Source: an optimization exercise on an open RTL-to-GDS flow (aim: small area). Production flows keep margins and buffers that such runs may drop.
At most, simulation tests tie the RTL to the original design; equivalence was not proved.

## run A
==> module calculator_hex, before the edit <==
module calculator_hex(
    input clk,
    input rst,
    input button,
    input [7:0]num1,
    input [7:0]num2,
    input [2:0]func,
    output [31:0]cal_result
    );
    reg flag;           
    reg button_pos;     
    reg [31:0] R;       
    reg p;              
    reg q;              
    reg [27:0] T;       
    always @(posedge clk or posedge rst) begin
        if (rst)
            flag <= 1'b0;
        else if (button)
            flag <= 1'b1;
    end
    always @(posedge clk or posedge rst) begin
        if (rst)
            button_pos <= 1'b0;
        else
            button_pos <= button;
    end
    always @(posedge clk or posedge rst) begin
        if (rst)
            p <= 1'b1;
        else
            p <= ~p;
    end
    always @(negedge clk or posedge rst) begin
        if (rst)
            q <= 1'b0;
        else
            q <= p;
    end
    wire h2 = ~(p ^ q);                      
    wire take = button & ~button_pos & ~rst;
    wire f_as  = ~func[2] & ~func[1];             
    wire f_sub = func[0];                         
    wire f_mul = ~func[2] & func[1] & ~func[0];   
    wire f_div = ~func[2] & func[1] & func[0];    
    wire f_mod = func[2] & ~func[0];              
    wire f_sq  = func[2] & func[0];               
    wire f_nop = func[2] & func[1];               
    wire [31:0] A = {R[31:8], R[7:0] | (num1 & {8{~flag}})};
    wire [7:0]  B = num2;
    wire divp  = take & (f_div | f_mod);
    wire sqsel = f_sq & flag;
    wire sqdbl = ~take;                           
    wire sq1   = take & sqsel & ~h2;              
    wire sq0   = take & sqsel & h2;               
    wire mulp  = take & (f_mul | (f_sq & ~flag));  
    wire addp  = take & f_as;                     
    wire subp  = f_sub;
    wire [7:0] M = f_mul ? B : A[7:0];
    wire [15:0] D = h2 ? A[15:0] : A[31:16];      
    wire [7:0]  W3 = {A[18:16], 1'b0, A[15:12]};
    wire [15:0] W2 = {A[22:12], 1'b0, A[11:8]};
    wire [23:0] W1 = {A[26:8], 1'b0, A[7:4]};
    wire [31:0] W0 = {A[30:4], 1'b0, A[3:0]};
    reg [31:0] X;
    always @(*) begin
        if (divp)
            X = {4{~B}};
        else if (sqdbl)
            X = {8'd0, W2, W3};
        else if (sq1)
            X = {4'd0, W1, 4'd0};
        else if (sq0)
            X = W0;
        else
            X = A;
    end
    reg [3:0] n;
    always @(*) begin
        if (divp)
            n = 4'b1111;
        else if (sqdbl)
            n = A[11:8];
        else if (sq1)
            n = A[7:4];
        else if (sq0)
            n = A[3:0];
        else if (mulp)
            n = h2 ? M[3:0] : M[7:4];
        else if (addp)
            n = 4'd1;
        else
            n = 4'd0;
    end
    wire [3:0] n3 = sqdbl ? A[15:12] : n;
    wire [3:0] nn  = {n[0], n[1], n[2], n[3]};
    wire [3:0] nn3 = {n3[0], n3[1], n3[2], n3[3]};
    wire selT1 = take & h2 & (f_mul | f_sq | f_div | f_mod);
    reg [31:0] ADm;
    reg [3:0]  cin;
    reg [3:1]  inj;
    always @(*) begin
        ADm = 32'd0;
        cin = 4'd0;
        inj = 3'd0;
        if (selT1)
            ADm[28:1] = T;
        if (sq1)
            ADm[24:9] = T[23:8];
        if (divp) begin
            cin = 4'b1111;
            inj = {D[12], D[13], D[14]};
        end
        if (addp) begin
            ADm[28:0] = {{24{subp}}, B[7:3] ^ {5{subp}}};
            cin = {B[0], B[1], B[2], 1'b0} ^ {4{subp}} & 4'b1110;
            inj = {subp, 2'b00};
        end
    end
    wire [15:0] Drev;
    genvar k, i, s;
    generate
        for (i = 0; i < 16; i = i + 1) begin : drv
            assign Drev[i] = D[15 - i];
        end
    endgenerate
    wire [15:0] qb;
    wire [31:0] mac;
    wire [7:0]  rem;
    generate
        for (k = 0; k < 4; k = k + 1) begin : mrow
            for (s = 0; s < 4; s = s + 1) begin : seg
                wire [7:0] in;          
                wire       x8;          
                wire [7:0] sum;
                wire [7:0] o;
                wire [8:0] c;
                wire [7:0] pp = X[8*s+7:8*s] & {8{(s == 0) ? nn3[k] : nn[k]}};
                if (k == 0) begin : r0
                    if (s == 0) begin : s0
                        assign in = {ADm[7:1], divp ? Drev[0] : ADm[0]};
                        assign x8 = ADm[8];
                    end else begin : sn
                        wire [7:0] sq;   
                        if (s == 1) begin : q1
                            assign sq = sqdbl ? {mrow[3].seg[0].o[2:0], 5'd0} : 8'd0;
                        end else if (s == 2) begin : q2
                            assign sq = sqdbl ? {3'd0, mrow[3].seg[0].o[7:3]} : 8'd0;
                        end else begin : q3
                            assign sq = 8'd0;
                        end
                        assign in = divp ? {mrow[3].seg[s-1].o[6:0], Drev[4*s]}
                                         : (ADm[8*s+7:8*s] | sq);
                        assign x8 = mrow[3].seg[s-1].o[7];
                    end
                end else begin : rk
                    if (s == 0) begin : s0
                        assign in = {mrow[k-1].seg[0].o[6:0], inj[k]};
                    end else if (s == 1) begin : s1
                        assign in = {mrow[k-1].seg[1].o[6:0],
                                     divp ? Drev[4*s+k] : (mrow[k-1].seg[0].o[7] & ~sqdbl)};
                    end else begin : sn
                        assign in = {mrow[k-1].seg[s].o[6:0],
                                     divp ? Drev[4*s+k] : mrow[k-1].seg[s-1].o[7]};
                    end
                    assign x8 = mrow[k-1].seg[s].o[7];
                end
                if (s == 0) begin : c0
                    assign c[0] = cin[k];
                end else if (s == 1) begin : c1
                    assign c[0] = (mrow[k].seg[0].c[8] & ~sqdbl) | divp;
                end else begin : cn
                    assign c[0] = mrow[k].seg[s-1].c[8] | divp;
                end
                for (i = 0; i < 8; i = i + 1) begin : fab
                    assign sum[i] = in[i] ^ pp[i] ^ c[i];
                    assign c[i+1] = (in[i] & pp[i]) | (in[i] & c[i]) | (pp[i] & c[i]);
                end
                wire qq = x8 | c[8];
                assign qb[15 - (4*s + k)] = qq;
                wire keep = divp & ~qq;
                assign o = keep ? in : sum;
            end
        end
    endgenerate
    assign mac = {mrow[3].seg[3].o, mrow[3].seg[2].o, mrow[3].seg[1].o, mrow[3].seg[0].o};
    assign rem = mrow[3].seg[3].o;
    always @(negedge clk) begin
        T <= divp ? {4'd0, qb, rem} : mac[27:0];
    end
    reg [31:0] Y;
    always @(*) begin
        if (f_div)
            Y = {T[23:8], qb};
        else if (f_mod)
            Y = {24'd0, rem};
        else
            Y = mac;
    end
    wire [31:0] N = (take & ~f_nop) ? Y : R;
    assign cal_result = N;
    always @(posedge clk or posedge rst) begin
        if (rst)
            R <= 32'd0;
        else
            R <= N;
    end
endmodule
export LEC_CHECK = 0
export CAP_MARGIN = 20
export CORE_MARGIN = 2
export CORE_UTILIZATION = 40
export GPL_TIMING_DRIVEN = 0
export SLEW_MARGIN = 20
create_clock -name core_clock -period 350.0 [get_ports {clk}]
standard.sh (not shown) runs the stock make flow with config.mk's settings and CLKGATE_MAP_FILE= SYNTH_SCRIPT=/design/flow/synth_recipe.tcl, a recipe that flattens the netlist after the stock synthesis.
==> flow/flow/run.sh <==
#!/bin/bash
# Own layout flow: the standard synthesis, then the combinational logic
# re-mapped for area with ABC (registers untouched; several random seeds run
# in parallel and the smallest netlist kept), then the standard layout,
# with the port buffers made of the smallest buffer cell and a clock tree
# without dummy loads.
set -euo pipefail
export BUFFER_PORTS_ARGS="-buffer_cell sky130_fd_sc_hd__buf_1"
export CTS_ARGS="-sink_clustering_enable -repair_clock_nets -sink_clustering_size 10 -buf_list {sky130_fd_sc_hd__clkbuf_4 sky130_fd_sc_hd__clkbuf_8} -dont_use_dummy_load"
RES=orfs/results/sky130hd/calculator_hex/base
SEEDS="0 1 2 3 4 5 6 7"
bash standard.sh synth > standard_synth.log 2>&1
cp $RES/1_2_yosys.v standard_synth_netlist.v
python3 flow/genmodels.py $RES $SEEDS > genmodels.log 2>&1
for s in $SEEDS; do
    yosys -s resyn_$s.ys > resyn_$s.log 2>&1 &
done
wait
python3 flow/pick.py $SEEDS > pick.log 2>&1
cp resyn_$(cat best_seed.txt).v $RES/1_2_yosys.v
bash standard.sh > standard.log 2>&1
Other scripts of this flow, unchanged in this note and not shown: flow/flow/area.abc, flow/flow/genmodels.py, flow/flow/pick.py
[inputs] run B vs run A
--- a/flow/design.v
+++ b/flow/design.v
@@ -41,20 +41,19 @@
     wire h2 = ~(p ^ q);                      
     wire take = button & ~button_pos & ~rst;
-    wire f_as  = ~func[2] & ~func[1];             
-    wire f_sub = func[0];                         
-    wire f_mul = ~func[2] & func[1] & ~func[0];   
-    wire f_div = ~func[2] & func[1] & func[0];    
-    wire f_mod = func[2] & ~func[0];              
-    wire f_sq  = func[2] & func[0];               
-    wire f_nop = func[2] & func[1];               
+    wire f_add = (func == 3'd0);
+    wire f_sub = (func == 3'd1);
+    wire f_mul = (func == 3'd2);
+    wire f_div = (func == 3'd3);
+    wire f_mod = (func == 3'd4);
+    wire f_sq  = (func == 3'd5);
     wire [31:0] A = {R[31:8], R[7:0] | (num1 & {8{~flag}})};
     wire [7:0]  B = num2;
     wire divp  = take & (f_div | f_mod);
     wire sqsel = f_sq & flag;
-    wire sqdbl = ~take;                           
+    wire sqdbl = ~take & ~h2;                     
     wire sq1   = take & sqsel & ~h2;              
     wire sq0   = take & sqsel & h2;               
     wire mulp  = take & (f_mul | (f_sq & ~flag));  
-    wire addp  = take & f_as;                     
+    wire addp  = take & (f_add | f_sub) & h2;
     wire subp  = f_sub;
     wire [7:0] M = f_mul ? B : A[7:0];
@@ -187,17 +186,20 @@
     assign mac = {mrow[3].seg[3].o, mrow[3].seg[2].o, mrow[3].seg[1].o, mrow[3].seg[0].o};
     assign rem = mrow[3].seg[3].o;
-    always @(negedge clk) begin
-        T <= divp ? {4'd0, qb, rem} : mac[27:0];
+    always @(negedge clk or posedge rst) begin
+        if (rst)
+            T <= 28'd0;
+        else
+            T <= divp ? {4'd0, qb, rem} : mac[27:0];
     end
     reg [31:0] Y;
     always @(*) begin
-        if (f_div)
-            Y = {T[23:8], qb};
-        else if (f_mod)
-            Y = {24'd0, rem};
-        else
-            Y = mac;
-    end
-    wire [31:0] N = (take & ~f_nop) ? Y : R;
+        case (func)
+            3'd3:       Y = {T[23:8], qb};
+            3'd4:       Y = {24'd0, rem};
+            3'd6, 3'd7: Y = R;
+            default:    Y = mac;
+        endcase
+    end
+    wire [31:0] N = take ? Y : R;
     assign cal_result = N;
     always @(posedge clk or posedge rst) begin
==> summary.txt <==
[compare] base=run A new=run B: met3 wire length went down about 1.2%. The cell at the slowest stage of the critical path comes out o21ai_0 in one run and clkinv_1 in the other, namely in run B and run A respectively. Of run A and run B, the run reporting the higher worst setup margin was run A. Diff run A -> run B: DRC violation total after the first TritonRoute iteration shows an increase of 48; relative area change from synthesis to final layout shows a reduction of 2.3 points. Higher number of optimization iterations in the first detailed-route pass goes to run B over run A.
Function not checked in run A: the RTL went through the layout flow alone.
